This design comes from an exercise in tuning for small area and a short achievable clock period on the open sky130 flow, not from production work. RTL that was checked went through simulation tests only; none was proved equivalent to the original. The RTL of runs 5 and 6 was laid out without a check of its function. The flow treats the clock pin as an ideal source, which a real chip does not have.

$ cat flow/flow/run.sh
#!/bin/bash
# Own layout flow: the standard ORFS layout (standard.sh) with two changes:
#  - port buffers use buf_2 instead of the buffer the port buffering picks by default
#    (every input and output port still gets its own buffer);
#  - before clock-tree synthesis, a timing-driven sizing pass (gate upsizing and pin
#    swaps only, no new buffers) aims at a worst slack somewhat above the placed one.
set -euo pipefail
here=$(cd "$(dirname "$0")" && pwd)
export BUFFER_PORTS_ARGS="-buffer_cell sky130_fd_sc_hd__buf_1"
export PRE_CTS_TCL="$here/pre_cts.tcl"
export SIZE_EXTRA_SLACK="${SIZE_EXTRA_SLACK:-0.35}"
bash standard.sh > standard_flow.log 2>&1
$ cat flow/flow/pre_cts.tcl
# Timing-driven gate sizing before CTS: upsize gates and swap pins (no buffering) on the
# worst paths until the worst slack is SIZE_EXTRA_SLACK ns above what placement left.
estimate_parasitics -placement
set ws [worst_slack -max]
puts "pre_cts sizing: worst slack $ws, target [expr {$ws + $::env(SIZE_EXTRA_SLACK)}]"
repair_timing -setup -setup_margin [expr {$ws + $::env(SIZE_EXTRA_SLACK)}] \
  -sequence "sizeup,swap" -repair_tns 0 -verbose
puts "pre_cts sizing: worst slack now [worst_slack -max]"
$ cat flow/standard.sh
#!/bin/bash
# synth_recipe.tcl (not shown) runs the flow's synth.tcl, then flattens the netlist and writes it again
# the make line also repeats each setting of config.mk as NAME=value (left out here)
make -C /OpenROAD-flow-scripts/flow DESIGN_CONFIG=/design/flow/config.mk WORK_HOME=/design/flow/orfs CLKGATE_MAP_FILE= SYNTH_SCRIPT=/design/flow/synth_recipe.tcl "${@:-finish}"
$ cat flow/config.mk
export PLATFORM = sky130hd
export DESIGN_NAME = pe
export DESIGN_NICKNAME = pe
export VERILOG_FILES = /design/flow/design.v
export SDC_FILE = /design/flow/constraint.sdc
export NUM_CORES = 4
export LEC_CHECK = 0
export CAP_MARGIN = 20
export CORE_MARGIN = 2
export CORE_UTILIZATION = 40
export SLEW_MARGIN = 60
export SYNTH_HIERARCHICAL = 1
export SYNTH_MINIMUM_KEEP_SIZE = 0
$ cat flow/constraint.sdc
create_clock -name core_clock -period 10.5 [get_ports {clk}]
set_input_delay 2.1000 -clock core_clock [delete_from_list [all_inputs] [get_ports {clk}]]
set_output_delay 2.1000 -clock core_clock [all_outputs]
set_load 0.01 [all_outputs]
$ cat flow/design.v
module fa (
    input  a,
    input  b,
    input  ci,
    output s,
    output co
);
  assign s  = a ^ b ^ ci;
  assign co = (a & b) | (a & ci) | (b & ci);
endmodule
module ha (
    input  a,
    input  b,
    output s,
    output co
);
  assign s  = a ^ b;
  assign co = a & b;
endmodule
module add #(
    parameter HALFWORD_WIDTH = 16
) (
    input  signed [HALFWORD_WIDTH-1:0] A,
    input  signed [HALFWORD_WIDTH-1:0] B,
    output signed [HALFWORD_WIDTH-1:0] out
);
  assign out = A + B;
endmodule
module invb (
    input  [7:0] a,
    output [7:0] y
);
  assign y = ~a;
endmodule
module gate8 (
    input  [7:0] a,
    input        e0,
    input        e1,
    output [7:0] y
);
  assign y = a & {8{e0 & e1}};
endmodule
module signedm #(
    parameter DATA_SIZE      = 8,
    parameter HALFWORD_WIDTH = 16
) (
    input  signed [     DATA_SIZE-1:0] a,
                                       b,
    output signed [HALFWORD_WIDTH-1:0] data_out
);
  assign data_out = a * b;
endmodule
`timescale 1ns / 1ps
module pe (
    input               clk,
    input               rst,
    input  signed [7:0] weight,
    input  signed [7:0] inmap,
    input               inmap_vld,
    input               weight_vld,
    input  signed [7:0] bias,
    output signed [7:0] outmap,
    output              outmap_vld,
    output signed [15:0] outraw
);
  wire v = inmap_vld & weight_vld;
  reg  [4:0]  n;     
  reg  [15:0] acc;   
  wire z = (n == 5'd0);
  wire [15:0] base = (v & z) ? {{5{bias[7]}}, bias, 3'b0} : (v ? acc : 16'd0);
  wire [7:0] wg;
  gate8 u_gw (.a(weight), .e0(inmap_vld), .e1(weight_vld), .y(wg));
  wire one0 = inmap[0] ^ 1'b0;
  wire two0 = (inmap[1] & ~inmap[0] & ~1'b0) | (~inmap[1] & inmap[0] & 1'b0);
  wire neg0 = inmap[1] & ~(inmap[0] & 1'b0);
  wire pp0_0 = ((one0 & wg[0]) | (two0 & 1'b0)) ^ neg0;
  wire pp0_1 = ((one0 & wg[1]) | (two0 & wg[0])) ^ neg0;
  wire pp0_2 = ((one0 & wg[2]) | (two0 & wg[1])) ^ neg0;
  wire pp0_3 = ((one0 & wg[3]) | (two0 & wg[2])) ^ neg0;
  wire pp0_4 = ((one0 & wg[4]) | (two0 & wg[3])) ^ neg0;
  wire pp0_5 = ((one0 & wg[5]) | (two0 & wg[4])) ^ neg0;
  wire pp0_6 = ((one0 & wg[6]) | (two0 & wg[5])) ^ neg0;
  wire pp0_7 = ((one0 & wg[7]) | (two0 & wg[6])) ^ neg0;
  wire pp0_8 = ~(((one0 & wg[7]) | (two0 & wg[7])) ^ neg0);
  wire one1 = inmap[2] ^ inmap[1];
  wire two1 = (inmap[3] & ~inmap[2] & ~inmap[1]) | (~inmap[3] & inmap[2] & inmap[1]);
  wire neg1 = inmap[3] & ~(inmap[2] & inmap[1]);
  wire pp1_0 = ((one1 & wg[0]) | (two1 & 1'b0)) ^ neg1;
  wire pp1_1 = ((one1 & wg[1]) | (two1 & wg[0])) ^ neg1;
  wire pp1_2 = ((one1 & wg[2]) | (two1 & wg[1])) ^ neg1;
  wire pp1_3 = ((one1 & wg[3]) | (two1 & wg[2])) ^ neg1;
  wire pp1_4 = ((one1 & wg[4]) | (two1 & wg[3])) ^ neg1;
  wire pp1_5 = ((one1 & wg[5]) | (two1 & wg[4])) ^ neg1;
  wire pp1_6 = ((one1 & wg[6]) | (two1 & wg[5])) ^ neg1;
  wire pp1_7 = ((one1 & wg[7]) | (two1 & wg[6])) ^ neg1;
  wire pp1_8 = ~(((one1 & wg[7]) | (two1 & wg[7])) ^ neg1);
  wire one2 = inmap[4] ^ inmap[3];
  wire two2 = (inmap[5] & ~inmap[4] & ~inmap[3]) | (~inmap[5] & inmap[4] & inmap[3]);
  wire neg2 = inmap[5] & ~(inmap[4] & inmap[3]);
  wire pp2_0 = ((one2 & wg[0]) | (two2 & 1'b0)) ^ neg2;
  wire pp2_1 = ((one2 & wg[1]) | (two2 & wg[0])) ^ neg2;
  wire pp2_2 = ((one2 & wg[2]) | (two2 & wg[1])) ^ neg2;
  wire pp2_3 = ((one2 & wg[3]) | (two2 & wg[2])) ^ neg2;
  wire pp2_4 = ((one2 & wg[4]) | (two2 & wg[3])) ^ neg2;
  wire pp2_5 = ((one2 & wg[5]) | (two2 & wg[4])) ^ neg2;
  wire pp2_6 = ((one2 & wg[6]) | (two2 & wg[5])) ^ neg2;
  wire pp2_7 = ((one2 & wg[7]) | (two2 & wg[6])) ^ neg2;
  wire pp2_8 = ~(((one2 & wg[7]) | (two2 & wg[7])) ^ neg2);
  wire one3 = inmap[6] ^ inmap[5];
  wire two3 = (inmap[7] & ~inmap[6] & ~inmap[5]) | (~inmap[7] & inmap[6] & inmap[5]);
  wire neg3 = inmap[7] & ~(inmap[6] & inmap[5]);
  wire pp3_0 = ((one3 & wg[0]) | (two3 & 1'b0)) ^ neg3;
  wire pp3_1 = ((one3 & wg[1]) | (two3 & wg[0])) ^ neg3;
  wire pp3_2 = ((one3 & wg[2]) | (two3 & wg[1])) ^ neg3;
  wire pp3_3 = ((one3 & wg[3]) | (two3 & wg[2])) ^ neg3;
  wire pp3_4 = ((one3 & wg[4]) | (two3 & wg[3])) ^ neg3;
  wire pp3_5 = ((one3 & wg[5]) | (two3 & wg[4])) ^ neg3;
  wire pp3_6 = ((one3 & wg[6]) | (two3 & wg[5])) ^ neg3;
  wire pp3_7 = ((one3 & wg[7]) | (two3 & wg[6])) ^ neg3;
  wire pp3_8 = ~(((one3 & wg[7]) | (two3 & wg[7])) ^ neg3);
  wire basen8 = ~base[8];
  wire basen9 = ~base[9];
  wire basen11 = ~base[11];
  wire basen13 = ~base[13];
  wire basen15 = ~base[15];
  wire s0, c0;
  fa u_fa0 (.a(base[0]), .b(neg0), .ci(pp0_0), .s(s0), .co(c0));
  wire s1, c1;
  fa u_fa1 (.a(base[1]), .b(pp0_1), .ci(c0), .s(s1), .co(c1));
  wire s2, c2;
  fa u_fa2 (.a(base[2]), .b(neg1), .ci(pp0_2), .s(s2), .co(c2));
  wire s3, c3;
  fa u_fa3 (.a(pp1_0), .b(s2), .ci(c1), .s(s3), .co(c3));
  wire s4, c4;
  fa u_fa4 (.a(base[3]), .b(pp0_3), .ci(pp1_1), .s(s4), .co(c4));
  wire hs0, hc0;
  ha u_ha0 (.a(c2), .b(s4), .s(hs0), .co(hc0));
  wire s5, c5;
  fa u_fa5 (.a(base[4]), .b(neg2), .ci(pp0_4), .s(s5), .co(c5));
  wire s6, c6;
  fa u_fa6 (.a(pp1_2), .b(pp2_0), .ci(c4), .s(s6), .co(c6));
  wire hs1, hc1;
  ha u_ha1 (.a(s5), .b(hc0), .s(hs1), .co(hc1));
  wire s7, c7;
  fa u_fa7 (.a(base[5]), .b(pp0_5), .ci(pp1_3), .s(s7), .co(c7));
  wire s8, c8;
  fa u_fa8 (.a(pp2_1), .b(c5), .ci(s7), .s(s8), .co(c8));
  wire hs2, hc2;
  ha u_ha2 (.a(c6), .b(hc1), .s(hs2), .co(hc2));
  wire s9, c9;
  fa u_fa9 (.a(base[6]), .b(neg3), .ci(pp0_6), .s(s9), .co(c9));
  wire s10, c10;
  fa u_fa10 (.a(pp1_4), .b(pp2_2), .ci(pp3_0), .s(s10), .co(c10));
  wire s11, c11;
  fa u_fa11 (.a(c7), .b(s9), .ci(s10), .s(s11), .co(c11));
  wire hs3, hc3;
  ha u_ha3 (.a(c8), .b(s11), .s(hs3), .co(hc3));
  wire s12, c12;
  fa u_fa12 (.a(base[7]), .b(pp0_7), .ci(pp1_5), .s(s12), .co(c12));
  wire s13, c13;
  fa u_fa13 (.a(pp2_3), .b(pp3_1), .ci(c9), .s(s13), .co(c13));
  wire s14, c14;
  fa u_fa14 (.a(c10), .b(s12), .ci(c11), .s(s14), .co(c14));
  wire hs4, hc4;
  ha u_ha4 (.a(s13), .b(hc3), .s(hs4), .co(hc4));
  wire s15, c15;
  fa u_fa15 (.a(basen8), .b(pp0_8), .ci(pp1_6), .s(s15), .co(c15));
  wire s16, c16;
  fa u_fa16 (.a(pp2_4), .b(pp3_2), .ci(c12), .s(s16), .co(c16));
  wire s17, c17;
  fa u_fa17 (.a(s15), .b(c13), .ci(s16), .s(s17), .co(c17));
  wire hs5, hc5;
  ha u_ha5 (.a(c14), .b(s17), .s(hs5), .co(hc5));
  wire s18, c18;
  fa u_fa18 (.a(basen9), .b(base[8]), .ci(pp1_7), .s(s18), .co(c18));
  wire s19, c19;
  fa u_fa19 (.a(pp2_5), .b(pp3_3), .ci(c15), .s(s19), .co(c19));
  wire s20, c20;
  fa u_fa20 (.a(s18), .b(c16), .ci(s19), .s(s20), .co(c20));
  wire hs6, hc6;
  ha u_ha6 (.a(c17), .b(s20), .s(hs6), .co(hc6));
  wire s21, c21;
  fa u_fa21 (.a(base[10]), .b(base[9]), .ci(pp1_8), .s(s21), .co(c21));
  wire s22, c22;
  fa u_fa22 (.a(pp2_6), .b(pp3_4), .ci(c18), .s(s22), .co(c22));
  wire s23, c23;
  fa u_fa23 (.a(s21), .b(c19), .ci(s22), .s(s23), .co(c23));
  wire hs7, hc7;
  ha u_ha7 (.a(c20), .b(s23), .s(hs7), .co(hc7));
  wire s24, c24;
  fa u_fa24 (.a(basen11), .b(pp2_7), .ci(pp3_5), .s(s24), .co(c24));
  wire s25, c25;
  fa u_fa25 (.a(c21), .b(s24), .ci(c22), .s(s25), .co(c25));
  wire hs8, hc8;
  ha u_ha8 (.a(c23), .b(s25), .s(hs8), .co(hc8));
  wire s26, c26;
  fa u_fa26 (.a(base[12]), .b(base[11]), .ci(pp2_8), .s(s26), .co(c26));
  wire s27, c27;
  fa u_fa27 (.a(pp3_6), .b(c24), .ci(s26), .s(s27), .co(c27));
  wire hs9, hc9;
  ha u_ha9 (.a(s27), .b(c25), .s(hs9), .co(hc9));
  wire s28, c28;
  fa u_fa28 (.a(basen13), .b(pp3_7), .ci(c26), .s(s28), .co(c28));
  wire hs10, hc10;
  ha u_ha10 (.a(c27), .b(s28), .s(hs10), .co(hc10));
  wire s29, c29;
  fa u_fa29 (.a(base[14]), .b(base[13]), .ci(pp3_8), .s(s29), .co(c29));
  wire hs11, hc11;
  ha u_ha11 (.a(s29), .b(c28), .s(hs11), .co(hc11));
  wire w0 = basen15 ^ c29;
  wire [15:0] sx = {w0, hs11, hs10, hs9, hs8, hc6, hc5, hc4, s14, hc2, s8, s6, hs0, s3, s1, s0};
  wire [15:0] sy = {hc11, hc10, hc9, hc8, hc7, hs7, hs6, hs5, hs4, hs3, hs2, hs1, c3, 1'b0, 1'b0, 1'b0};
  wire [15:0] t = sx + sy;
  wire [6:0] r = t[9:3] + t[2];
  assign outraw = t;
  assign outmap = {1'b0, r & {7{~t[15]}}};
  assign outmap_vld = (n == 5'd24);
  always @(posedge clk) acc <= t | (acc & {16{~v}});
  always @(posedge clk or posedge rst) begin
    if (rst) n <= 5'd0;
    else if (v) n <= (n == 5'd24) ? 5'd0 : n + 5'd1;
  end
endmodule
==> results of run 1 <==
-- final cells by class --
type                    instances  area [sq um]  area share [%]
repair buffers                 52           206            5.88
clock buffers                   4          45.0            1.28
well taps                     102           128            3.63
flip-flops and latches         21           445            12.7
multi-input cells             293          2610            74.2
inverters                      21          81.3            2.32
-- cell families after synthesis --
family	Yosys count
and+or+nand+nor	81
other	1
buffers and inverters	45
adders and majority gates	62
AOI/OAI and AO/OA	95
xor gates and xnor gates	51
muxes	3
DFF	21
-- per-layer routing --
layer  routed length, um  vias up
met5                   0        -
met4                  60        0
met3                 235        4
met2                3100       53
met1                3830     1218
li1                    -     1299
-- modules after synthesis (local to each module, per instance) --
module  flops+latches  cells inside
fa                  0             1
gate8               0             8
ha                  0             1
pe                 21           309
-- flip-flops by register name, indices dropped and copies added, names as in the netlist --
signal  cells
n           5
acc        16
-- worst max-delay path by stage --
stage               slack, ns        end  startpoint
floorplan                2.26  outmap[6]    inmap[1]
global placement         1.42  outmap[2]    inmap[1]
detailed placement       1.64  outmap[4]   inmap_vld
CTS                      2.00  outmap[4]   inmap_vld
global route             1.72  outmap[6]  weight_vld
finish                   2.05  outmap[4]   inmap_vld
-- metrics by stage --
step	hold WS, ns	cell area (sq um)	instances
6_report	0.446	3510	493
5_1_grt	0.471	3510	493
4_1_cts	0.448	3500	493
3_5_place_dp	0.434	3410	489
3_3_place_gp	0.424	3410	489
2_1_floorplan	0.418	3190	359
-- cells in the final DEF (no fill, tap or decap), types with 3 or more instances in the layout --
cell type,n
sky130_fd_sc_hd__ha_1,30
sky130_fd_sc_hd__dfrtp_1,5
sky130_fd_sc_hd__inv_1,18
sky130_fd_sc_hd__and2_1,6
sky130_fd_sc_hd__nand2_1,25
sky130_fd_sc_hd__and3_1,9
sky130_fd_sc_hd__a22o_1,5
sky130_fd_sc_hd__nor3_1,3
sky130_fd_sc_hd__xnor2_1,40
sky130_fd_sc_hd__nand3_1,7
sky130_fd_sc_hd__nor2b_1,5
sky130_fd_sc_hd__nand2b_1,5
sky130_fd_sc_hd__dfxtp_1,16
sky130_fd_sc_hd__clkbuf_8,3
sky130_fd_sc_hd__xor2_1,9
sky130_fd_sc_hd__clkbuf_2,3
sky130_fd_sc_hd__a22oi_1,22
sky130_fd_sc_hd__a21oi_1,24
sky130_fd_sc_hd__buf_1,47
sky130_fd_sc_hd__fa_1,31
sky130_fd_sc_hd__nor2_1,11
sky130_fd_sc_hd__a21o_1,19
sky130_fd_sc_hd__o21ai_0,10
-- critical path, cell delays in order --
cell and delay [ns]:
sky130_fd_sc_hd__clkbuf_2 0.23, sky130_fd_sc_hd__and3_1 0.46, sky130_fd_sc_hd__a22oi_1 0.17, sky130_fd_sc_hd__xnor2_1 0.17, sky130_fd_sc_hd__fa_1 0.52, sky130_fd_sc_hd__fa_1 0.39, sky130_fd_sc_hd__fa_1 0.39, sky130_fd_sc_hd__ha_1 0.30
sky130_fd_sc_hd__ha_1 0.33, sky130_fd_sc_hd__a21o_1 0.18, sky130_fd_sc_hd__a31oi_2 0.26, sky130_fd_sc_hd__o211ai_1 0.18, sky130_fd_sc_hd__xnor2_2 0.41, sky130_fd_sc_hd__nor2_1 0.09, sky130_fd_sc_hd__buf_1 0.14
==> metrics.md, run 1 <==
| Metric | Value |
|---|---|
| CP endpoint kind | output port |
| Final min period | between 8 and 9 ns |
| Floorplan die area | around 8700 sq um |
| Synthesized-area fraction occupied by adder cells | 31.6% |
| Synth Cell Area | about 3200 sq um |
| Most repeated cell in the gate-level netlist after synthesis | sky130_fd_sc_hd__xnor2_1 |
| Dominant combinational cell family by area after synthesis | adder cells |
| Final-layout setup total negative slack | 0 ns |
| Cells after synthesis | roughly 360 |
| Flip-flop and latch count after synthesis | 21 |
| Die Height | 93.3 um |
| Hold Crit Depth | 1 |
| Post-synth cell types | 47 |
| Number of DRC violations after detailed routing | 0 |
| Signed area change from the synthesized netlist to the final layout | 10.2% |
| Status | finished clean |
| Number of buffers added by the clock tree synthesis step | 3 |
| Commonest cells in the netlist | sky130_fd_sc_hd__xnor2_1 (41), sky130_fd_sc_hd__fa_1 (31), sky130_fd_sc_hd__ha_1 (31) |
| Clock tree from TritonCTS | yes |
| Count of flip-flops with a built-in enable after synthesis | 0 |
| Post-synthesis share of cell area spent on xor and xnor gates | between 10 and 15% |
| Start point of the worst min-delay path | acc[2] |
| Post-CTS setup-driven buffer insertion count | 0 |
| Data arrival time at the worst-slack endpoint | between 6 and 7 ns |
| Final antenna-violating net count | 0 |
| Final setup violation count | 0 |
| Source of the worst register-to-register timing path | n[0] |
| End of the worst register-to-register path | acc[15] |
| Ranking of synthesized cells by area | sky130_fd_sc_hd__fa_1 (19%), sky130_fd_sc_hd__ha_1 (12%), sky130_fd_sc_hd__xnor2_1 (11%) |
| Core Region | just under 8000 sq um |
| Minimum setup slack among reg-to-reg paths | between 5 and 6 ns |
| Fraction of the yosys area taken by sequential cells | approximately 14% |
| First-pass GRT wire length | 12400 um |
| Met2 track demand over resource | a little over a quarter |
| Met3 global-route usage | between 1 and 1.5% |
| Clock Skew | roughly 0.005 ns |
| Layout cell share with drive strength beyond 1 | 6.39% |
| Total inserted antenna cells | 0 |
| Most used DFF post-synth | sky130_fd_sc_hd__dfxtp_1 |
| Fraction of synthesized cell area taken by the top area cell type | between 10% and 20% |
| Wire length reported by the detailed router | around 7200 um |
| Async S/R FF share, synth | around a quarter |
| Post-route core utilization | 45.5% |
| Min-delay worst type | register to register |
| Critical path required time | between 8 and 9 ns |
| Count of buffers from port buffering | 51 |
| Gates resized, CTS repair | 12 |
| Overall die width | roughly 93 um |
| Overall via count from detail_route | between 2000 and 3000 |
| Worst min-delay path endpoint | acc[2] |
| Remaining global-route overflow | 0 |
| Hold-fix buffers at CTS | 0 |
| Initial antenna violation count | 0 |
| Startpoint Class | input pin |
| Average detailed-routed wire length per instance | approximately 15 um |
| Via/cell ratio | between 5 and 6 |
| I/O pin cnt | between 50 and 60 |
| Peak clock frequency supported by timing | approximately 120 MHz |
| Max-cap violation count | 0 |
| Floorplan row count | 32 |
| Iter 0 DRT Violations | 91 |
| Period utilisation layout | around four fifths |
| Via count of the first global-routing pass | about 2500 |
| Cell count of the worst reg-to-reg path | 18 |
| Complex-gate fraction of the synthesized area | 19.9% |
| Net total in the final layout | between 400 and 500 |
| Reg clk slew, reported paths | roughly 0.07 ns |
| Filler Cells Inserted | approximately 760 |
| Routability-driven placement congestion ratio | 0.858 |
| Setup slack after layout | 2.05 ns |
| Number of warnings issued by yosys | 7 |
| Share of cell area taken by muxes after synthesis | between 1 and 1.5% |
| Pre-CTS WS | 1.64 ns |
| Worst relative slew slack | between 60% and 70% |
| Category of the most critical setup path | input pin to output port |
| Simple logic cell fraction of the synthesized area | between 10% and 20% |
| Largest fanout on the critical path | 10 |
| Unrepaired setup endpoints after global routing | false |
| Most crowded layer after global routing | met1 |
| Number of detailed-routing iterations run before antenna repair | 4 |
| Slew Limit Fails | 0 |
| Slew of the pin with the lowest slew margin | ~0.53 ns |
| Largest net degree at the start of global routing | 26 |
| Half-perimeter wire length after placement | around 6000 um |
| Later-pin clock latency in the skew report | ~0.26 ns |
| Initial standard-cell utilization of the core | about 41% |
| Met1 layer usage reported by global route | roughly 28% |
| Final hold violations | 0 |
| CTS sink cnt | 21 |
| Syn_nets | between 400 and 500 |
| Overall global routing resource usage | between 10% and 20% |
| Largest area contributor in the netlist | sky130_fd_sc_hd__fa_1 |
| Average footprint of a synthesized cell | approximately 9 sq um |
==> run 2: changes to the inputs <==
--- a/flow/flow/run.sh
+++ b/flow/flow/run.sh
@@ -8,5 +8,5 @@
 here=$(cd "$(dirname "$0")" && pwd)
 export BUFFER_PORTS_ARGS="-buffer_cell sky130_fd_sc_hd__buf_1"
 export PRE_CTS_TCL="$here/pre_cts.tcl"
-export SIZE_EXTRA_SLACK="${SIZE_EXTRA_SLACK:-0.35}"
+export SIZE_EXTRA_SLACK="${SIZE_EXTRA_SLACK:-0.45}"
 bash standard.sh > standard_flow.log 2>&1
==> run 2 against run 1 <==
  * Area after synthesis unchanged
  * First-iteration DRC count decreased by 15%
  * Critical path depth increased by 3
  * Hold slack about the same
  * Die area unchanged
  * Utilization increased by 0.28 points
  * Global-route usage about the same
  * Clock-buffer cell count unchanged
  * Via count decreased by 0.89%
  * Largest cell class unchanged
  * Sequential share of layout area decreased by 0.076 points
  * Highest routed layer unchanged
==> metrics.md, run 2 <==
| Metric | Value |
|---|---|
| Status | finished clean |
| I/O pin cnt | 53 |
| Share of cell area taken by muxes after synthesis | 1.02% |
| Most used DFF post-synth | sky130_fd_sc_hd__dfxtp_1 |
| Critical path required time | approximately 8.4 ns |
| Synth Cell Area | roughly 3200 sq um |
| Min-delay worst type | register to register |
| Peak clock frequency supported by timing | between 100 and 150 MHz |
| Final hold violations | 0 |
| Number of detailed-routing iterations run before antenna repair | 4 |
| Cell at the slowest stage of the critical path | sky130_fd_sc_hd__fa_1 |
| Fraction of the yosys area taken by sequential cells | 14.0% |
| Routability-driven placement congestion ratio | roughly 0.86 |
| Dominant combinational cell family by area after synthesis | adder cells |
| Commonest non-fill, non-tap cells in the layout | sky130_fd_sc_hd__buf_1 (46), sky130_fd_sc_hd__xnor2_1 (40), sky130_fd_sc_hd__fa_1 (31) |
| Remaining global-route overflow | 0 |
| Simple logic cell fraction of the synthesized area | 13.2% |
| Count of buffers from port buffering | around 50 |
| Area taken by flip-flops and latches | roughly 450 sq um |
| Top Layer Used | met4 |
| Half-perimeter wire length after placement | about 6000 um |
| WL met2 | a little over 3000 um |
| Commonest cells in the netlist | sky130_fd_sc_hd__xnor2_1 (41), sky130_fd_sc_hd__fa_1 (31), sky130_fd_sc_hd__ha_1 (31) |
| Via count of the first global-routing pass | approximately 2500 |
| Floorplan die area | just under 9000 sq um |
| Largest net degree at the start of global routing | 26 |
| Initial antenna violation count | 0 |
| Multi-input gate area in the final layout | about 2600 sq um |
| Top flop regs | acc x16, n x5 |
| Most repeated cell in the gate-level netlist after synthesis | sky130_fd_sc_hd__xnor2_1 |
| Max-cap violation count | 0 |
| Floorplan row count | 32 |
| CTS sink cnt | 21 |
| Most common library cell in the layout ignoring fill and taps | sky130_fd_sc_hd__buf_1 |
| Post-synthesis share of cell area spent on xor and xnor gates | between 10% and 20% |
| Number of warnings issued by yosys | 7 |
| Post-synth cell types | 47 |
| Data arrival time at the worst-slack endpoint | about 6.3 ns |
| Synthesized-area fraction occupied by adder cells | between 30% and 40% |
| Syn_nets | 449 |
| Layout cell share with drive strength beyond 1 | around 9% |
| Number of DRC violations after detailed routing | 0 |
| Signed area change from the synthesized netlist to the final layout | 10.9% |
| Final-layout setup total negative slack | 0 ns |
| Slew of the pin with the lowest slew margin | about 0.52 ns |
| Post-detailed-placement cell area | ~3400 sq um |
| Average footprint of a synthesized cell | ~8.9 sq um |
| Flip-flop and latch count after synthesis | 21 |
| First-pass GRT wire length | 12400 um |
| Largest area contributor in the netlist | sky130_fd_sc_hd__fa_1 |
| Iter 0 DRT Violations | 77 |
| Ranking of synthesized cells by area | sky130_fd_sc_hd__fa_1 (19%), sky130_fd_sc_hd__ha_1 (12%), sky130_fd_sc_hd__xnor2_1 (11%) |
| Fin Hold WS | roughly 0.45 ns |
| Post-CTS setup-driven buffer insertion count | 0 |
| Average detailed-routed wire length per instance | roughly 15 um |
| Net total in the final layout | between 400 and 500 |
| Count of buffering cells on the critical path with inverters included | 4 |
| Post-route cell area | about 3500 sq um |
| Worst relative slew slack | approximately 65% |
| Fraction of synthesized cell area taken by the top area cell type | 19.5% |
| Overall die width | approximately 93 um |
| Via/cell ratio | 5.17 |
| Category of the most critical setup path | input pin to output port |
| Startpoint Class | input pin |
| Period utilisation layout | between 70% and 80% |
| Routed met1 length | roughly 3800 um |
| Wire length reported by the detailed router | approximately 7000 um |
| Clock Skew | around 0.0049 ns |
| Filler Cells Inserted | roughly 760 |
| Largest delay share family, worst path | adder cells |
| Largest incremental delay on the critical path | around 0.51 ns |
| Met3 WL | 255 um |
| Slew Limit Fails | 0 |
| Die Height | ~93 um |
| Initial standard-cell utilization of the core | 41.2% |
| Final min period | 8.38 ns |
| Complex-gate fraction of the synthesized area | 19.9% |
| Flip-flop count of the largest register, all copies and words added | 16 |
| Final setup violation count | 0 |
| Count of flip-flops with a built-in enable after synthesis | 0 |
| Reg clk slew, reported paths | ~0.070 ns |
| Total inserted antenna cells | 0 |
| Cell Chain, Critical Path | clkbuf_2 > nand2_8 > nor2b_1 > buf_4 > a22oi_2 > inv_1 > fa_1 > fa_1 > fa_1 > ha_1 > ha_2 > a21oi_1 > o21ai_0 > nand3_1 > o211ai_1 > xnor2_2 > a21oi_1 > buf_1 |
| Final antenna-violating net count | 0 |
| Later-pin clock latency in the skew report | approximately 0.26 ns |
| Cell repeated most along the worst path | sky130_fd_sc_hd__fa_1 |
| Most flop-heavy register | acc |
| Largest fanout on the critical path | 25 |
| Overall global routing resource usage | 17.8% |
| Async S/R FF share, synth | a little under a quarter |
| Clock tree from TritonCTS | yes |
| Cells after synthesis | between 300 and 400 |
| Unrepaired setup endpoints after global routing | false |
| CP endpoint kind | output port |
| Overall via count from detail_route | approximately 2600 |
| Core Region | a little under 8000 sq um |
| Number of buffers added by the clock tree synthesis step | 3 |
==> run 2: cell counts after synthesis <==
Identical to the previous run, type by type.
==> run 2: per-module statistics from Yosys, one instance, submodules excluded <==
module	cells inside	flops+latches	times used
gate8	8	0	1
fa	1	0	30
ha	1	0	12
pe	309	21	1
==> run 2: metal layers <==
metal  global-route usage, %  vias up
met1                    28.0     1194
met2                    26.3       53
met5                       0        -
met4                    4.53        0
li1                        -     1300
met3                    1.05        4
==> run 2: layout make-up <==
cell class	instances	share of cell area (%)
inverters	21	2.30
repair buffers	52	5.98
flip-flops and latches	21	12.6
clock buffers	4	1.27
multi-input cells	293	74.2
well taps	102	3.61
==> run 2: stage by stage <==
step	std cells	util (%)	worst slack, ns
floorplan	359	-	2.26
detailed placement	489	44.2	1.64
finish	493	45.7	2.12
global route	493	45.7	1.78
global placement	489	44.1	1.42
CTS	493	45.6	2.07
==> run 2: logic make-up after synthesis <==
kind of cell	count (synthesis)
AO/OA/AOI/OAI	95
AND/OR/NAND/NOR	81
adder cells (fa/ha/maj)	62
XOR/XNOR	51
buffers and inverters	45
flip-flops	21
multiplexers	3
other	1
==> run 2: worst paths after layout <==
check	cells after the start	from	to	slack (ns)
max in group asynchronous	2	rst	n[0]	8.62
max reg2reg	18	n[0]	acc[15]	5.54
max	18	inmap_vld	outmap[6]	2.12
min in group asynchronous	2	rst	n[2]	1.70
min reg2reg	1	acc[2]	acc[2]	0.45
min	1	acc[2]	acc[2]	0.45
==> run 2: repair_timing <==
action / in CTS / in global routing
gates resized for setup: 24 / 0
hold buffers: 0 / 0
setup endpoints to repair: 14 / 0
==> run 3: changes to the inputs <==
--- a/flow/config.mk
+++ b/flow/config.mk
@@ -8,6 +8,6 @@
 export CAP_MARGIN = 20
 export CORE_MARGIN = 2
 export CORE_UTILIZATION = 40
-export SLEW_MARGIN = 60
+export SLEW_MARGIN = 40
 export SYNTH_HIERARCHICAL = 1
 export SYNTH_MINIMUM_KEEP_SIZE = 0
==> run 3 against run 2 <==
  * Non-clock buffer count stayed put
  * Via count is 0.63% higher
  * Routed wire length is 0.96% lower
  * Setup slack worse by 0.28 ns
  * Utilization is 0.83 points lower
  * Clock skew is 0.0036 ns lower
  * Critical path depth is 2 lower
==> metrics.md, run 3 <==
| Metric | Value |
|---|---|
| Status | finished clean |
| Via count of the first global-routing pass | between 2000 and 3000 |
| Final antenna-violating net count | 0 |
| Largest area contributor in the netlist | sky130_fd_sc_hd__fa_1 |
| Overall global routing resource usage | between 10% and 20% |
| CTS sink cnt | 21 |
| Unrepaired setup endpoints after global routing | false |
| Layout cell share with drive strength beyond 1 | under 10% |
| Most common library cell in the layout ignoring fill and taps | sky130_fd_sc_hd__buf_1 |
| Largest delay share family, worst path | adder cells |
| Overall via count from detail_route | approximately 2600 |
| Core Region | 7730 sq um |
| Number of detailed-routing iterations run before antenna repair | 4 |
| Period utilisation layout | a little over 80% |
| Final hold violations | 0 |
| Data arrival time at the worst-slack endpoint | 6.55 ns |
| Ranking of synthesized cells by area | sky130_fd_sc_hd__fa_1 (19%), sky130_fd_sc_hd__ha_1 (12%), sky130_fd_sc_hd__xnor2_1 (11%) |
| Worst relative slew slack | approximately three fifths |
| Floorplan die area | slightly below 9000 sq um |
| Initial antenna violation count | 0 |
| Largest net degree at the start of global routing | 26 |
| Floorplan row count | 32 |
| Flip-flop count of the largest register, all copies and words added | 16 |
| Syn_nets | approximately 450 |
| Largest incremental delay on the critical path | 0.46 ns |
| Number of DRC violations after detailed routing | 0 |
| Overall die width | 93.3 um |
| Post-CTS setup-driven buffer insertion count | 0 |
| Peak clock frequency supported by timing | ~120 MHz |
| Slew Limit Fails | 0 |
| Average footprint of a synthesized cell | 8.88 sq um |
| Average detailed-routed wire length per instance | between 10 and 15 um |
| Final-layout setup total negative slack | 0 ns |
| Fraction of synthesized cell area taken by the top area cell type | 19.5% |
| Commonest cells in the netlist | sky130_fd_sc_hd__xnor2_1 (41), sky130_fd_sc_hd__fa_1 (31), sky130_fd_sc_hd__ha_1 (31) |
| Via/cell ratio | ~5.2 |
| Net total in the final layout | roughly 480 |
| Count of flip-flops with a built-in enable after synthesis | 0 |
| Count of buffers from port buffering | 51 |
| Half-perimeter wire length after placement | between 5000 and 6000 um |
| Die Height | a little over 90 um |
| Remaining global-route overflow | 0 |
| Post-synth cell types | between 40 and 50 |
| Fraction of the yosys area taken by sequential cells | roughly 14% |
| Clock Skew | about 0.0013 ns |
| Total inserted antenna cells | 0 |
| Final min period | 8.65 ns |
| Gates resized, CTS repair | 4 |
| Top flop regs | acc x16, n x5 |
| Critical path required time | roughly 8.4 ns |
| Wire length reported by the detailed router | slightly above 7000 um |
| Clock tree from TritonCTS | yes |
| Routability-driven placement congestion ratio | approximately 0.86 |
| Hold-fix buffers at CTS | 0 |
| Most flop-heavy register | acc |
| Most used DFF post-synth | sky130_fd_sc_hd__dfxtp_1 |
| Flip-flop and latch count after synthesis | 21 |
| Cell Chain, Critical Path | buf_2 > ha_1 > nand2b_1 > inv_2 > xnor2_1 > fa_1 > fa_1 > fa_1 > ha_1 > ha_1 > a21o_1 > a31oi_1 > o211ai_1 > xnor2_2 > nor2_1 > buf_1 |
| Most repeated cell in the gate-level netlist after synthesis | sky130_fd_sc_hd__xnor2_1 |
| Later-pin clock latency in the skew report | ~0.26 ns |
| CP endpoint kind | output port |
| Post-detailed-placement cell area | ~3400 sq um |
| Slew of the pin with the lowest slew margin | approximately 0.61 ns |
| Largest fanout on the critical path | 20 |
| Number of buffers added by the clock tree synthesis step | 3 |
| Iter 0 DRT Violations | 84 |
| Reg clk slew, reported paths | about 0.080 ns |
| Post-route cell area | 3470 sq um |
| Synth Cell Area | between 3000 and 4000 sq um |
| Async S/R FF share, synth | between 20% and 30% |
| Signed area change from the synthesized netlist to the final layout | 8.87% |
| First-pass GRT wire length | about 12000 um |
| Cell at the slowest stage of the critical path | sky130_fd_sc_hd__fa_1 |
| I/O pin cnt | between 50 and 60 |
| Commonest non-fill, non-tap cells in the layout | sky130_fd_sc_hd__buf_1 (50), sky130_fd_sc_hd__xnor2_1 (41), sky130_fd_sc_hd__fa_1 (31), sky130_fd_sc_hd__ha_1 (31), sky130_fd_sc_hd__nand2_1 (25) |
| Cells after synthesis | 359 |
| Fin Hold WS | approximately 0.45 ns |
| Startpoint Class | input pin |
| Category of the most critical setup path | input pin to output port |
| Min-delay worst type | register to register |
| Count of buffering cells on the critical path with inverters included | 3 |
| Max-cap violation count | 0 |
| Number of warnings issued by yosys | 7 |
| Final setup violation count | 0 |
| Initial standard-cell utilization of the core | between 40% and 50% |
[run 3: cell types whose count changed in the layout (fill, tap and decap cells not counted), sizes merged]
cell | previous run | this run
buf | 48 | 52
clkbuf | 8 | 4
[run 3: logic make-up (layout without fill, tap and decap cells)]
family	count (synthesis)	count (layout)	share of synthesized area (%)
AOI/OAI and AO/OA	95	95	19.9
and+or+nand+nor	81	81	13.2
adders and majority gates	62	62	31.6
xor gates and xnor gates	51	51	14.3
buffers and inverters	45	77	5.81
DFF	21	21	14.0
muxes	3	3	1.02
other	1	1	0.118
[run 3: cell type report]
| cell class | count | area, sq um |
|---|---|---|
| well taps | 102 | 128 |
| flip-flops and latches | 21 | 445 |
| repair buffers | 52 | 200 |
| fillers | 759 | 4260 |
| inverters | 21 | 78.8 |
| clock buffers | 4 | 45.0 |
| multi-input cells | 293 | 2570 |
[run 3: per-stage QoR]
stage | worst slack [ns] | std cells | utilization (%)
after floorplan | 2.26 | 359 | -
after global placement | 1.42 | 489 | 44.1
after detailed placement | 1.35 | 489 | 44.1
after CTS | 1.80 | 493 | 44.9
after global routing | 1.38 | 493 | 44.9
final | 1.85 | 493 | 44.9
[run 3: per-module statistics from Yosys (local to each module, per instance)]
module  copies in the design  area, sq um
fa                        30         20.0
gate8                      1         50.0
pe                         1         2390
ha                        12         12.5
[run 3: final timing paths]
kind	start	cells after the start	slack, ns	to
min in group asynchronous	rst	2	1.70	n[2]
max in group asynchronous	rst	2	8.63	n[3]
max	inmap[1]	16	1.85	outmap[3]
min reg2reg	acc[2]	1	0.45	acc[2]
max reg2reg	n[0]	18	5.38	acc[15]
min	acc[2]	1	0.45	acc[2]
[run 3: per-layer routing]
layer,wire (um),track usage (%)
met1,3680,27.2
met4,64,4.17
met2,3050,26.1
met5,0,0
met3,332,1.53
==> run 4: changes to the inputs <==
--- a/flow/flow/run.sh
+++ b/flow/flow/run.sh
@@ -8,5 +8,5 @@
 here=$(cd "$(dirname "$0")" && pwd)
 export BUFFER_PORTS_ARGS="-buffer_cell sky130_fd_sc_hd__buf_1"
 export PRE_CTS_TCL="$here/pre_cts.tcl"
-export SIZE_EXTRA_SLACK="${SIZE_EXTRA_SLACK:-0.45}"
+export SIZE_EXTRA_SLACK="${SIZE_EXTRA_SLACK:-0.55}"
 bash standard.sh > standard_flow.log 2>&1
--- a/flow/config.mk
+++ b/flow/config.mk
@@ -8,6 +8,6 @@
 export CAP_MARGIN = 20
 export CORE_MARGIN = 2
 export CORE_UTILIZATION = 40
-export SLEW_MARGIN = 40
+export SLEW_MARGIN = 60
 export SYNTH_HIERARCHICAL = 1
 export SYNTH_MINIMUM_KEEP_SIZE = 0
==> run 4 against run 3 <==
  * The flow now stops in 6_report
  * Synthesized cell count unchanged
  * Routed wire length increased by 0.90%
  * Via count about the same
  * Area after synthesis unchanged
  * First-iteration DRC count increased by 15%
  * Global-route usage increased by 0.30 points
==> metrics.md, run 4 <==
| Metric | Value |
|---|---|
| CTS sink cnt | 21 |
| Average footprint of a synthesized cell | about 8.9 sq um |
| Post-detailed-placement cell area | between 3000 and 4000 sq um |
| First-pass GRT wire length | between 10000 and 15000 um |
| I/O pin cnt | between 50 and 60 |
| Iter 0 DRT Violations | just under 100 |
| Syn_nets | about 450 |
| Die Height | about 93 um |
| Number of warnings issued by yosys | 7 |
| Count of flip-flops with a built-in enable after synthesis | 0 |
| Commonest cells in the netlist | sky130_fd_sc_hd__xnor2_1 (41), sky130_fd_sc_hd__fa_1 (31), sky130_fd_sc_hd__ha_1 (31) |
| Share of cell area taken by muxes after synthesis | between 1 and 1.5% |
| Hold-fix buffers at CTS | 0 |
| Fraction of the yosys area taken by sequential cells | ~14% |
| Synth Cell Area | ~3200 sq um |
| Number of detailed-routing iterations run before antenna repair | 4 |
| Half-perimeter wire length after placement | 6000 um |
| Complex-gate fraction of the synthesized area | between 10% and 20% |
| Most repeated cell in the gate-level netlist after synthesis | sky130_fd_sc_hd__xnor2_1 |
| Via count of the first global-routing pass | approximately 2500 |
| Remaining global-route overflow | 0 |
| Floorplan row count | 32 |
| Overall global routing resource usage | between 15 and 20% |
| Count of buffers from port buffering | between 50 and 60 |
| First error line in the log | [ERROR PSM-0069] Check connectivity failed on VDD. |
| Post-synth cell types | between 40 and 50 |
| Gates resized, CTS repair | 39 |
| Async S/R FF share, synth | between 20% and 30% |
| Final antenna-violating net count | 0 |
| Largest net degree at the start of global routing | 26 |
| Synthesized-area fraction occupied by adder cells | between 30% and 40% |
| Cells after synthesis | roughly 360 |
| Largest area contributor in the netlist | sky130_fd_sc_hd__fa_1 |
| Most used DFF post-synth | sky130_fd_sc_hd__dfxtp_1 |
| Flip-flop and latch count after synthesis | 21 |
| Number of buffers added by the clock tree synthesis step | 3 |
| Initial standard-cell utilization of the core | about 41% |
| Fraction of synthesized cell area taken by the top area cell type | 19.5% |
| Dominant combinational cell family by area after synthesis | adder cells |
| Post-CTS setup-driven buffer insertion count | 0 |
| Fail Step | 6_report |
| Routability-driven placement congestion ratio | 0.858 |
| Ranking of synthesized cells by area | sky130_fd_sc_hd__fa_1 (19%), sky130_fd_sc_hd__ha_1 (12%), sky130_fd_sc_hd__xnor2_1 (11%) |
| Simple logic cell fraction of the synthesized area | 13.2% |
| Status | aborted with a tool error |
| Overall via count from detail_route | about 2600 |
| Wire length reported by the detailed router | ~7200 um |
| Initial antenna violation count | 0 |
| Pre-CTS WS | 1.64 ns |
| Cells after DPL | ~490 |
| Post-synthesis share of cell area spent on xor and xnor gates | 14.3% |
| Overall die width | slightly above 90 um |
==> run 4: cell counts after synthesis <==
Identical to the previous run, type by type.
==> run 4: logic make-up after synthesis <==
family | Yosys count
and+or+nand+nor | 81
buffers and inverters | 45
other | 1
adders and majority gates | 62
AOI/OAI and AO/OA | 95
muxes | 3
xor gates and xnor gates | 51
DFF | 21
==> run 4: modules after synthesis, one instance, submodules excluded <==
module,flip-flops and latches,cell area [sq um],cells,copies in the design
fa,0,20.0,1,30
gate8,0,50.0,8,1
ha,0,12.5,1,12
pe,21,2390,309,1
==> run 4: worst max-delay path by stage <==
stage | start | end | slack [ns] | cells past startpoint
2_1_floorplan | inmap[1] | outmap[6] | 2.26 | 15
3_3_place_gp | inmap[1] | outmap[2] | 1.42 | 16
3_5_place_dp | inmap_vld | outmap[4] | 1.64 | 15
4_1_cts | inmap[0] | outmap[6] | 2.20 | 15
5_1_grt | weight_vld | outmap[6] | 1.91 | 18
==> run 4: per-layer routing <==
layer | track usage (%) | vias up | routed length, um
met5 | 0 | - | 0
met4 | 4.56 | 0 | 64
met3 | 1.05 | 5 | 247
met2 | 26.3 | 65 | 3070
met1 | 28.0 | 1197 | 3800
li1 | - | 1299 | -
==> run 4: stage by stage <==
step	hold slack, ns	util [%]
5_1_grt	0.471	46.6
4_1_cts	0.448	46.5
3_5_place_dp	0.434	44.2
3_3_place_gp	0.424	44.1
2_1_floorplan	0.418	-
==> run 5: changes to the inputs <==
--- a/flow/design.v
+++ b/flow/design.v
@@ -67,7 +67,7 @@
   reg  [4:0]  n;     
   reg  [15:0] acc;   
   wire z = (n == 5'd0);
-  wire [15:0] base = (v & z) ? {{5{bias[7]}}, bias, 3'b0} : (v ? acc : 16'd0);
+  wire [15:0] base = z ? {{5{bias[7]}}, bias, 3'b0} : acc;
   wire [7:0] wg;
   gate8 u_gw (.a(weight), .e0(inmap_vld), .e1(weight_vld), .y(wg));
   wire one0 = inmap[0] ^ 1'b0;
@@ -212,10 +212,10 @@
   wire [15:0] sy = {hc11, hc10, hc9, hc8, hc7, hs7, hs6, hs5, hs4, hs3, hs2, hs1, c3, 1'b0, 1'b0, 1'b0};
   wire [15:0] t = sx + sy;
   wire [6:0] r = t[9:3] + t[2];
-  assign outraw = t;
-  assign outmap = {1'b0, r & {7{~t[15]}}};
+  assign outraw = t & {16{v}};
+  assign outmap = {1'b0, r & {7{v & ~t[15]}}};
   assign outmap_vld = (n == 5'd24);
-  always @(posedge clk) acc <= t | (acc & {16{~v}});
+  always @(posedge clk) acc <= t;
   always @(posedge clk or posedge rst) begin
     if (rst) n <= 5'd0;
     else if (v) n <= (n == 5'd24) ? 5'd0 : n + 5'd1;
--- a/flow/flow/run.sh
+++ b/flow/flow/run.sh
@@ -6,7 +6,7 @@
 #    swaps only, no new buffers) aims at a worst slack somewhat above the placed one.
 set -euo pipefail
 here=$(cd "$(dirname "$0")" && pwd)
-export BUFFER_PORTS_ARGS="-buffer_cell sky130_fd_sc_hd__buf_1"
+export BUFFER_PORTS_ARGS="-buffer_cell sky130_fd_sc_hd__buf_2"
 export PRE_CTS_TCL="$here/pre_cts.tcl"
-export SIZE_EXTRA_SLACK="${SIZE_EXTRA_SLACK:-0.55}"
+export SIZE_EXTRA_SLACK="${SIZE_EXTRA_SLACK:-0.35}"
 bash standard.sh > standard_flow.log 2>&1
==> run 5 against run 4 <==
  * Now clean on timing, DRC and antenna
  * First-iteration DRC count up 22%
  * Via count grew 5.3%
  * Area after synthesis grew 3.7%
  * Routed wire length is 9.1% higher
  * Synthesized cell count rose by 7.0%
  * Global-route usage up 0.66 points
==> metrics.md, run 5 <==
| Metric | Value |
|---|---|
| Status | finished clean |
| Startpoint Class | input pin |
| Slew Limit Fails | 0 |
| Cells after synthesis | about 380 |
| Die Height | around 95 um |
| Setup crit start | inmap[1] |
| Number of buffers added by the clock tree synthesis step | 3 |
| Commonest cells in the netlist | sky130_fd_sc_hd__xnor2_1 (42), sky130_fd_sc_hd__nand2_1 (40), sky130_fd_sc_hd__fa_1 (31), sky130_fd_sc_hd__ha_1 (31), sky130_fd_sc_hd__inv_1 (23) |
| Iter 0 DRT Violations | 118 |
| Async S/R FF share, synth | between 20% and 30% |
| Half-perimeter wire length after placement | ~6400 um |
| Largest area contributor in the netlist | sky130_fd_sc_hd__fa_1 |
| Top flop regs | acc x16, n x5 |
| Post-route cell area | 3670 sq um |
| Cell Chain, Critical Path | buf_6 > ha_2 > a22oi_2 > xnor2_1 > fa_1 > fa_1 > fa_1 > ha_1 > ha_1 > a21o_1 > a311oi_1 > nor2_1 > a211o_2 > mux2i_4 > nor2_1 > buf_2 |
| Slew of the pin with the lowest slew margin | slightly above 0.5 ns |
| CTS sink cnt | 21 |
| Count of buffers from port buffering | 51 |
| Flip-flop count of the largest register, all copies and words added | 16 |
| Core Region | 8090 sq um |
| Largest delay share family, worst path | adder cells |
| Floorplan die area | roughly 9000 sq um |
| Most used DFF post-synth | sky130_fd_sc_hd__dfxtp_1 |
| Multi-input gate area in the final layout | about 2700 sq um |
| Via/cell ratio | about 5.2 |
| Count of flip-flops with a built-in enable after synthesis | 0 |
| CP Depth | 16 |
| Signed area change from the synthesized netlist to the final layout | 11.2% |
| Critical path required time | 8.40 ns |
| Capture point of the critical path | outmap[0] |
| Synth Cell Area | between 3000 and 4000 sq um |
| Net total in the final layout | around 510 |
| Final setup violation count | 0 |
| Floorplan row count | 33 |
| Final min period | between 8 and 9 ns |
| Final antenna-violating net count | 0 |
| Flip-flop and latch count after synthesis | 21 |
| CP endpoint kind | output port |
| Most flop-heavy register | acc |
| Remaining global-route overflow | 0 |
| End of the worst register-to-register path | acc[15] |
| Ranking of synthesized cells by area | sky130_fd_sc_hd__fa_1 (19%), sky130_fd_sc_hd__ha_1 (12%), sky130_fd_sc_hd__xnor2_1 (11%) |
| Area taken by flip-flops and latches | approximately 450 sq um |
| Total inserted antenna cells | 0 |
| Initial antenna violation count | 0 |
| Overall global routing resource usage | 18.5% |
| Data arrival time at the worst-slack endpoint | about 6.3 ns |
| Commonest non-fill, non-tap cells in the layout | sky130_fd_sc_hd__buf_2 (51), sky130_fd_sc_hd__xnor2_1 (42), sky130_fd_sc_hd__nand2_1 (40) |
| Syn_nets | around 470 |
| I/O pin cnt | 53 |
| Source of the worst register-to-register timing path | n[0] |
| Average detailed-routed wire length per instance | around 15 um |
| Post-detailed-placement cell area | about 3600 sq um |
| Peak clock frequency supported by timing | roughly 120 MHz |
| Hold-fix buffers at CTS | 0 |
| Initial standard-cell utilization of the core | approximately two fifths |
| Via count of the first global-routing pass | approximately 2600 |
| Number of detailed-routing iterations run before antenna repair | 5 |
| First-pass GRT wire length | between 10000 and 15000 um |
| Largest net degree at the start of global routing | 21 |
| Fraction of the yosys area taken by sequential cells | 13.5% |
| Unrepaired setup endpoints after global routing | false |
| Wire length reported by the detailed router | 7840 um |
| Most repeated cell in the gate-level netlist after synthesis | sky130_fd_sc_hd__xnor2_1 |
| Clock Skew | between 0.0015 and 0.002 ns |
| Overall die width | ~95 um |
| Worst relative slew slack | ~66% |
| Cell at the slowest stage of the critical path | sky130_fd_sc_hd__fa_1 |
| Max-cap violation count | 0 |
| Final-layout setup total negative slack | 0 ns |
| Later-pin clock latency in the skew report | 0.26 ns |
| Min-delay worst type | register to register |
| Reg clk slew, reported paths | 0.08 ns |
| Number of warnings issued by yosys | 7 |
| Fraction of synthesized cell area taken by the top area cell type | between 10% and 20% |
| Start point of the worst min-delay path | n[1] |
| Clock tree from TritonCTS | yes |
| Filler Cells Inserted | about 850 |
| Overall via count from detail_route | 2702 |
| Routability-driven placement congestion ratio | 0.921 |
| Most common library cell in the layout ignoring fill and taps | sky130_fd_sc_hd__buf_2 |
| Period utilisation layout | 80.1% |
| Average footprint of a synthesized cell | between 8 and 9 sq um |
| Largest fanout on the critical path | 20 |
| Minimum setup slack among reg-to-reg paths | between 5 and 6 ns |
| Post-synth cell types | 58 |
| Cell repeated most along the worst path | sky130_fd_sc_hd__fa_1 |
| Count of buffering cells on the critical path with inverters included | 2 |
| Layout cell share with drive strength beyond 1 | 19.6% |
| Category of the most critical setup path | input pin to output port |
| Largest incremental delay on the critical path | ~0.51 ns |
| Number of DRC violations after detailed routing | 0 |
| Final hold violations | 0 |
| Cell count of the worst reg-to-reg path | 16 |
run 5: metrics by stage:
step	worst slack, ns	std cells	utilization [%]	hold slack (ns)
finish	2.08	523	45.4	0.596
global route	1.83	523	45.4	0.643
CTS	2.09	523	45.4	0.599
detailed placement	1.75	519	44.4	0.581
global placement	1.89	518	44.3	0.577
floorplan	2.18	384	-	0.551
run 5: cell families after synthesis:
logic type	synth area share, %
fa+ha+maj	30.5
buf+inv	6.02
other cells	0.114
compound gates	15.8
flops	13.5
mux	1.63
xor+xnor	13.8
simple gates	18.7
run 5: repair_timing:
action / in CTS / in global routing
gates resized for setup: 11 / 0
hold endpoints to repair: 0 / 0
setup endpoints to repair: 12 / 0
setup buffers: 0 / 0
run 5: per-module statistics from Yosys, one instance, submodules excluded:
module,cells inside,times used
fa,1,30
gate8,8,1
pe,334,1
ha,1,12
run 5: layer usage:
layer  GRT usage (%)  share of wire [%]  up-vias
met4            3.74                1.2        0
met5               0                  0        -
met1            24.9                 46     1274
li1                -                  -     1367
met2            32.1                 50       55
met3            2.00                2.7        6
run 5: area by class of cell:
class                      instances  share of cell area (%)
multi-input combinational        315                    73.1
sequential                        21                    12.1
timing repair buffer              52                    7.25
tap                              105                    3.58
inverter                          26                    2.72
clock buffer                       3                    1.12
clock inverter                     1                   0.136
run 5: how the worst min path moves through the flow:
stage	to	slack [ns]	depth (start not counted)
finish	n[1]	0.60	2
global route	n[1]	0.64	2
global placement	n[1]	0.58	2
CTS	n[1]	0.60	2
detailed placement	n[1]	0.58	2
floorplan	n[1]	0.55	2
run 5: worst min-delay path, cell delays in order, from the launching register on:
cell	delay, ns
sky130_fd_sc_hd__dfrtp_1	0.40
sky130_fd_sc_hd__inv_1	0.07
sky130_fd_sc_hd__o21ai_0	0.08
==> run 6: changes to the inputs <==
--- a/flow/design.v
+++ b/flow/design.v
@@ -67,7 +67,7 @@
   reg  [4:0]  n;     
   reg  [15:0] acc;   
   wire z = (n == 5'd0);
-  wire [15:0] base = z ? {{5{bias[7]}}, bias, 3'b0} : acc;
+  wire [15:0] base = (v & z) ? {{5{bias[7]}}, bias, 3'b0} : (v ? acc : 16'd0);
   wire [7:0] wg;
   gate8 u_gw (.a(weight), .e0(inmap_vld), .e1(weight_vld), .y(wg));
   wire one0 = inmap[0] ^ 1'b0;
@@ -124,11 +124,11 @@
   wire basen13 = ~base[13];
   wire basen15 = ~base[15];
   wire s0, c0;
-  fa u_fa0 (.a(base[0]), .b(neg0), .ci(pp0_0), .s(s0), .co(c0));
+  fa u_fa0 (.a(neg0), .b(base[0]), .ci(pp0_0), .s(s0), .co(c0));
   wire s1, c1;
   fa u_fa1 (.a(base[1]), .b(pp0_1), .ci(c0), .s(s1), .co(c1));
   wire s2, c2;
-  fa u_fa2 (.a(base[2]), .b(neg1), .ci(pp0_2), .s(s2), .co(c2));
+  fa u_fa2 (.a(neg1), .b(base[2]), .ci(pp0_2), .s(s2), .co(c2));
   wire s3, c3;
   fa u_fa3 (.a(pp1_0), .b(s2), .ci(c1), .s(s3), .co(c3));
   wire s4, c4;
@@ -136,7 +136,7 @@
   wire hs0, hc0;
   ha u_ha0 (.a(c2), .b(s4), .s(hs0), .co(hc0));
   wire s5, c5;
-  fa u_fa5 (.a(base[4]), .b(neg2), .ci(pp0_4), .s(s5), .co(c5));
+  fa u_fa5 (.a(neg2), .b(base[4]), .ci(pp0_4), .s(s5), .co(c5));
   wire s6, c6;
   fa u_fa6 (.a(pp1_2), .b(pp2_0), .ci(c4), .s(s6), .co(c6));
   wire hs1, hc1;
@@ -148,7 +148,7 @@
   wire hs2, hc2;
   ha u_ha2 (.a(c6), .b(hc1), .s(hs2), .co(hc2));
   wire s9, c9;
-  fa u_fa9 (.a(base[6]), .b(neg3), .ci(pp0_6), .s(s9), .co(c9));
+  fa u_fa9 (.a(neg3), .b(base[6]), .ci(pp0_6), .s(s9), .co(c9));
   wire s10, c10;
   fa u_fa10 (.a(pp1_4), .b(pp2_2), .ci(pp3_0), .s(s10), .co(c10));
   wire s11, c11;
@@ -212,10 +212,10 @@
   wire [15:0] sy = {hc11, hc10, hc9, hc8, hc7, hs7, hs6, hs5, hs4, hs3, hs2, hs1, c3, 1'b0, 1'b0, 1'b0};
   wire [15:0] t = sx + sy;
   wire [6:0] r = t[9:3] + t[2];
-  assign outraw = t & {16{v}};
-  assign outmap = {1'b0, r & {7{v & ~t[15]}}};
+  assign outraw = t;
+  assign outmap = {1'b0, r & {7{~t[15]}}};
   assign outmap_vld = (n == 5'd24);
-  always @(posedge clk) acc <= t;
+  always @(posedge clk) acc <= t | (acc & {16{~v}});
   always @(posedge clk or posedge rst) begin
     if (rst) n <= 5'd0;
     else if (v) n <= (n == 5'd24) ? 5'd0 : n + 5'd1;
==> run 6 against run 5 <==
  * Clock-buffer cell count rose by 1
  * Via count decreased by 3.8%
  * Critical path depth grew 3
  * Cell area fell by 2.6%
  * Register-to-register slack is essentially flat
  * Synthesized cell count down 6.5%
  * Clock skew hardly changed
  * Hold slack lost 0.15 ns
  * Die area is 3.4% lower
  * Utilization increased by 0.92 points
==> metrics.md, run 6 <==
| Metric | Value |
|---|---|
| Routability-driven placement congestion ratio | roughly 0.86 |
| Later-pin clock latency in the skew report | approximately 0.26 ns |
| Final hold violations | 0 |
| CTS sink cnt | 21 |
| Total inserted antenna cells | 0 |
| Status | finished clean |
| Worst relative slew slack | 66.2% |
| Via/cell ratio | 5.26 |
| Slew Limit Fails | 0 |
| Flip-flop and latch count after synthesis | 21 |
| Overall global routing resource usage | around a fifth |
| Data arrival time at the worst-slack endpoint | 6.37 ns |
| Most common library cell in the layout ignoring fill and taps | sky130_fd_sc_hd__buf_2 |
| Slew of the pin with the lowest slew margin | about 0.50 ns |
| Max-cap violation count | 0 |
| Average detailed-routed wire length per instance | about 15 um |
| Final antenna-violating net count | 0 |
| Number of buffers added by the clock tree synthesis step | 3 |
| Fraction of the yosys area taken by sequential cells | 14.0% |
| Synth Cell Area | 3190 sq um |
| Iter 0 DRT Violations | 97 |
| Floorplan die area | between 8000 and 9000 sq um |
| Largest incremental delay on the critical path | 0.52 ns |
| Remaining global-route overflow | 0 |
| Post-CTS setup-driven buffer insertion count | 0 |
| Signed area change from the synthesized netlist to the final layout | 12.3% |
| Cell Chain, Critical Path | buf_2 > nand2_1 > buf_6 > nor2b_4 > buf_4 > a22oi_2 > inv_1 > fa_1 > fa_1 > fa_1 > ha_1 > ha_2 > a21oi_1 > o21ai_0 > nand3_1 > o211ai_1 > xnor2_2 > nor2_1 > buf_2 |
| Final setup violation count | 0 |
| Cell at the slowest stage of the critical path | sky130_fd_sc_hd__fa_1 |
| Die Height | roughly 93 um |
| Met3 global-route usage | around 1.9% |
| Wire length reported by the detailed router | between 7000 and 8000 um |
| Commonest cells in the netlist | sky130_fd_sc_hd__xnor2_1 (41), sky130_fd_sc_hd__fa_1 (31), sky130_fd_sc_hd__ha_1 (31) |
| Fraction of synthesized cell area taken by the top area cell type | about a fifth |
| Number of detailed-routing iterations run before antenna repair | 4 |
| Floorplan row count | 32 |
| I/O pin cnt | 53 |
| Flip-flop count of the largest register, all copies and words added | 16 |
| Final min period | 8.47 ns |
| Number of warnings issued by yosys | 7 |
| Syn_nets | between 400 and 500 |
| Largest net degree at the start of global routing | 26 |
| Reg clk slew, reported paths | roughly 0.080 ns |
| Post-detailed-placement cell area | around 3500 sq um |
| Most repeated cell in the gate-level netlist after synthesis | sky130_fd_sc_hd__xnor2_1 |
| Period utilisation layout | between 80 and 90% |
| Average footprint of a synthesized cell | ~9 sq um |
| Commonest non-fill, non-tap cells in the layout | sky130_fd_sc_hd__buf_2 (50), sky130_fd_sc_hd__xnor2_1 (40), sky130_fd_sc_hd__fa_1 (31) |
| Clock Skew | between 0.001 and 0.0015 ns |
| Layout cell share with drive strength beyond 1 | between 10% and 20% |
| Largest area contributor in the netlist | sky130_fd_sc_hd__fa_1 |
| Filler Cells Inserted | 768 |
| First-pass GRT wire length | about 13000 um |
| Peak clock frequency supported by timing | ~120 MHz |
| Min-delay worst type | register to register |
| Most crowded layer after global routing | met1 |
| Cell repeated most along the worst path | sky130_fd_sc_hd__fa_1 |
| Hold-fix buffers at CTS | 0 |
| Number of DRC violations after detailed routing | 0 |
| Final-layout setup total negative slack | 0 ns |
| Unrepaired setup endpoints after global routing | false |
| Category of the most critical setup path | input pin to output port |
| Critical path required time | between 8 and 9 ns |
| Overall via count from detail_route | ~2600 |
| Met1 layer usage reported by global route | ~28% |
| Clock tree from TritonCTS | yes |
| Half-perimeter wire length after placement | 6040 um |
| Count of buffers from port buffering | 51 |
| Core Region | 7730 sq um |
| Largest fanout on the critical path | 25 |
| Post-synth cell types | between 40 and 50 |
| Startpoint Class | input pin |
| Initial antenna violation count | 0 |
| Most flop-heavy register | acc |
| Top flop regs | acc x16, n x5 |
| CP endpoint kind | output port |
| Count of flip-flops with a built-in enable after synthesis | 0 |
| Cells after synthesis | between 300 and 400 |
| Via count of the first global-routing pass | between 2000 and 3000 |
| Initial standard-cell utilization of the core | about two fifths |
| Met2 track demand over resource | around 28% |
| Gates resized, CTS repair | 11 |
| Async S/R FF share, synth | 23.8% |
| Most used DFF post-synth | sky130_fd_sc_hd__dfxtp_1 |
| Ranking of synthesized cells by area | sky130_fd_sc_hd__fa_1 (19%), sky130_fd_sc_hd__ha_1 (12%), sky130_fd_sc_hd__xnor2_1 (11%) |
| Post-route cell area | approximately 3600 sq um |
| Net total in the final layout | 483 |
| Overall die width | 93.3 um |
## run 6: through the flow
step / std cells / hold WS (ns) / setup slack (ns) / util [%]
detailed placement: 490 / 0.437 / 1.68 / 45.1
floorplan: 359 / 0.418 / 2.26 / -
global route: 494 / 0.467 / 1.71 / 46.3
global placement: 490 / 0.428 / 1.77 / 45.0
finish: 494 / 0.446 / 2.03 / 46.3
CTS: 494 / 0.450 / 2.00 / 46.2
## run 6: kinds of logic after synthesis
family | count (synthesis) | share of synthesized area [%]
adders and majority gates | 62 | 31.6
xor gates and xnor gates | 51 | 14.3
muxes | 3 | 1.02
and+or+nand+nor | 81 | 13.2
other | 1 | 0.118
AOI/OAI and AO/OA | 95 | 19.9
DFF | 21 | 14.0
buffers and inverters | 45 | 5.81
## run 6: critical path, delay by kind of cell
kind / cells / cell delay (ns)
simple gates: 4 / 0.37
fa+ha+maj: 5 / 2.00
xor+xnor: 1 / 0.43
buf+inv: 5 / 0.79
compound gates: 4 / 0.66
## run 6: Yosys stat by module (local to each module, per instance)
module / copies in the design / cells inside
fa: 30 / 1
gate8: 1 / 8
ha: 12 / 1
pe: 1 / 309
## run 6: final timing paths
check,startpoint,end,slack (ns),depth (start not counted)
worst max-delay path,inmap_vld,outmap[5],2.03,19
worst min-delay path,acc[4],acc[4],0.45,2
worst max register to register,n[0],acc[15],5.46,18
worst min register to register,acc[4],acc[4],0.45,2
max in group asynchronous,rst,n[3],8.61,2
min in group asynchronous,rst,n[1],1.72,2
## run 6: cell type report
cell class	instances	area [sq um]	area share, %
multi-input cells	293	2600	72.7
flip-flops and latches	21	445	12.4
repair buffers	53	277	7.72
well taps	102	128	3.57
inverters	21	81.3	2.27
clock buffers	4	45.0	1.26
## run 6: per-layer routing
metal | vias to the layer above | part of all wire [%]
li1 | 1300 | -
met1 | 1222 | 52
met2 | 64 | 42
met3 | 12 | 4.0
met4 | 0 | 1.6
met5 | - | 0

[port drivers added, routing unchanged]
How much do the figures lean on ideal ports? The routed layouts below were timed once more, with nothing changed but the port constraints.
Step 1 assumes that a clkbuf_16 drives the clock port and a buf_2 every other input.
Step 2 times the ports against the registers' clock, not the clock port: input delays grow and output delays shrink by t, the midpoint of the rising clock arrivals with the driver on.
a / b / c = ideal / step 1 / step 2; a / b = the first two.
run | shift t [ns] | setup slack, ns | worst slew at a driven data input, ns | pins driven straight from the clock port
run 1 | 0.281 | 2.052 / 2.030 / 2.030 | 0.03 | 1
run 2 | 0.281 | 2.125 / 2.105 / 2.105 | 0.04 | 1
run 3 | 0.282 | 1.846 / 1.825 / 1.825 | 0.03 | 1
run 5 | 0.291 | 2.085 / 2.047 / 2.047 | 0.04 | 1
run 6 | 0.292 | 2.032 / 2.012 / 2.012 | 0.03 | 1
After both steps every run listed still meets setup and hold. The setup slack of run 5, which loses most, moves by -0.038 ns with the drivers and by -0.038 ns with both steps.
